What follows belongs to an exercise in optimizing a design on an open flow for small area, a short achievable clock period and few clock cycles per item; a production flow would make more cautious choices.
In this exercise RTL edits were held to simulation tests only and were not proved equivalent to the original.

==> inputs of trial 23 <==
// ifft_top
module ifft_top (
    input  wire        clk,
    input  wire        rst,
    input  wire        ifft_enable,
    input  wire [15:0] in_0_real,
    input  wire [15:0] in_1_real,
    input  wire [15:0] in_2_real,
    input  wire [15:0] in_3_real,
    input  wire [15:0] in_4_real,
    input  wire [15:0] in_5_real,
    input  wire [15:0] in_6_real,
    input  wire [15:0] in_7_real,
    input  wire [15:0] in_8_real,
    input  wire [15:0] in_9_real,
    input  wire [15:0] in_10_real,
    input  wire [15:0] in_11_real,
    input  wire [15:0] in_0_imag,
    input  wire [15:0] in_1_imag,
    input  wire [15:0] in_2_imag,
    input  wire [15:0] in_3_imag,
    input  wire [15:0] in_4_imag,
    input  wire [15:0] in_5_imag,
    input  wire [15:0] in_6_imag,
    input  wire [15:0] in_7_imag,
    input  wire [15:0] in_8_imag,
    input  wire [15:0] in_9_imag,
    input  wire [15:0] in_10_imag,
    input  wire [15:0] in_11_imag,
    output wire [15:0] ifft_out_real,
    output wire [15:0] ifft_out_imag,
    output wire        finish
);
Settings: LEC_CHECK=0, CAP_MARGIN=20, CORE_MARGIN=2, CORE_UTILIZATION=40, SLEW_MARGIN=20; clock period 13.6 ns.
run.sh (not shown) runs the stock make flow with config.mk's settings and CLKGATE_MAP_FILE= SYNTH_SCRIPT=/design/flow/synth_recipe.tcl, a recipe that flattens the netlist after the stock synthesis.
==> inputs of trial 35, as changes to trial 23 <==
--- a/flow/design.v
+++ b/flow/design.v
@@ -133,23 +133,28 @@
       default: begin cim = 5'b00_11_1; hs_i = 1'b1; end  
     endcase
   end
   wire byA2_r = (modeA2_r == M_ID) | (modeA2_r == M_J), jA2_r = (modeA2_r == M_J);
   wire byA2_i = (modeA2_i == M_ID) | (modeA2_i == M_J), jA2_i = (modeA2_i == M_J);
-  reg [15:0] XRr, YRr, ZRr, XRi, YRi, ZRi;
+  reg [15:0] XRr, YRr, XRi, YRi;
+  reg        zcr, zyr, zci, zyi;
   reg [3:0]  kreB, kimB, kreC, kimC;    
   always @(posedge clk) begin
     XRr <= byA2_r ? (jA2_r ? -PBi : PBr) : (cre[4] ? PBi : PBr) ^ {16{cre[3]}};
     YRr <= (cre[2] ? PBi : PBr) ^ {16{cre[1]}};
-    ZRr <= cre[0] ? ~PBr : 16'd0;
+    zcr <= cre[0];
+    zyr <= (modeA2_r == M_W5);
     XRi <= byA2_i ? (jA2_i ? PBr : PBi) : (cim[4] ? PBi : PBr) ^ {16{cim[3]}};
     YRi <= (cim[2] ? PBi : PBr) ^ {16{cim[1]}};
-    ZRi <= cim[0] ? ~PBi : 16'd0;
+    zci <= cim[0];
+    zyi <= (modeA2_i == M_W5) | (modeA2_i == M_T3);
     kreB <= {hs_r, cre[3], cre[1], cre[0]}; kimB <= {hs_i, cim[3], cim[1], cim[0]};
     kreC <= kreB; kimC <= kimB;
   end
   wire [25:0] s_re, c_re, s_im, c_im;
+  wire [15:0] ZRr = (zyr ? YRr : XRr) & {16{zcr}};
+  wire [15:0] ZRi = (zyi ? YRi : XRi) & {16{zci}};
   ifft_tw_comp u_re (.x(XRr), .y(YRr), .z(ZRr), .hx(hsx_r), .hy(hsy_r), .s(s_re), .c(c_re));
   ifft_tw_comp u_im (.x(XRi), .y(YRi), .z(ZRi), .hx(hsx_i), .hy(hsy_i), .s(s_im), .c(c_im));
   reg  [25:0] SRr, CRr, SRi, CRi;
   always @(posedge clk) begin
     SRr <= byB_r ? {XRr, 10'd0} : s_re;  CRr <= byB_r ? 26'd0 : c_re;
CAP_MARGIN = 80   (was 20)
SLEW_MARGIN = 80   (was 20)
==> qor summary <==
Run status: trial 35 complete, no violations; trial 23 complete, no violations
Area of the mapped netlist: trial 35 60400 µm²; trial 23 59800 µm²
Slowest cell on crit path: trial 35 clkdlybuf4s50_1; trial 23 fa_1
Asr flop ratio synth: trial 35 1.25%; trial 23 1.22%
Fraction of final layout cells with drive strength greater than 1: trial 35 21.6%; trial 23 9.93%
Core box area: trial 35 150000 µm²; trial 23 148000 µm²
Mapped Cells: trial 35 5833; trial 23 5686
Initial Utilization: trial 35 40.3%; trial 23 40.4%
Seq cells post-synth: trial 35 957; trial 23 987
Global-route wire length before repair: trial 35 317 mm; trial 23 301 mm
Min Hold Slack: trial 35 0.324 ns; trial 23 0.326 ns
Fraction of area in registers: trial 35 30.1%; trial 23 33.2%
Worst setup slack after placement: trial 35 8.01 ns; trial 23 8.57 ns
Post-route clock period utilization: trial 35 41.3%; trial 23 37.8%
Mean post-synth cell area: trial 35 10.3 µm²; trial 23 10.5 µm²
Vias per cell: trial 35 5.44; trial 23 5.36
Endpoint of the worst setup timing path: trial 35 G0r[13]; trial 23 PBi[14]
Horiz. Die Dim: trial 35 392 µm; trial 23 391 µm
FF-to-FF Start: trial 35 u_ctl.jm; trial 23 u_ctl.injA
Adder-cell share of the synthesized area: trial 35 22.8%; trial 23 23.0%
Testbench counts of trial 23, summed over its fixed seeds: cycles 10,752, items 512.
Testbench counts of trial 35, summed over its fixed seeds: cycles 10,752, items 512.

-- static timing again, ports no longer ideal --
How much do the figures lean on ideal ports? The routed layouts below were timed once more, with nothing changed but the port constraints. Step 1 assumes that a clkbuf_16 drives the clock port and a buf_2 every other input. Step 2, shift: input delay + t, output delay - t, t = (earliest + latest rising clock arrival at the registers) / 2. This alone moves slack from input paths to output paths. a / b / c = ideal ports / drivers / drivers and shift; a / b = the first two.
| run | t (ns) | setup slack, ns | clock arrival spread, ns |
|---|---|---|---|
| trial 23 | 0.809 | 8.454 / 8.454 / 8.454 | 0.044 / 0.045 |
| trial 35 | 0.811 | 7.979 / 7.979 / 7.979 | 0.053 / 0.053 |
After both steps every run listed still meets setup and hold.
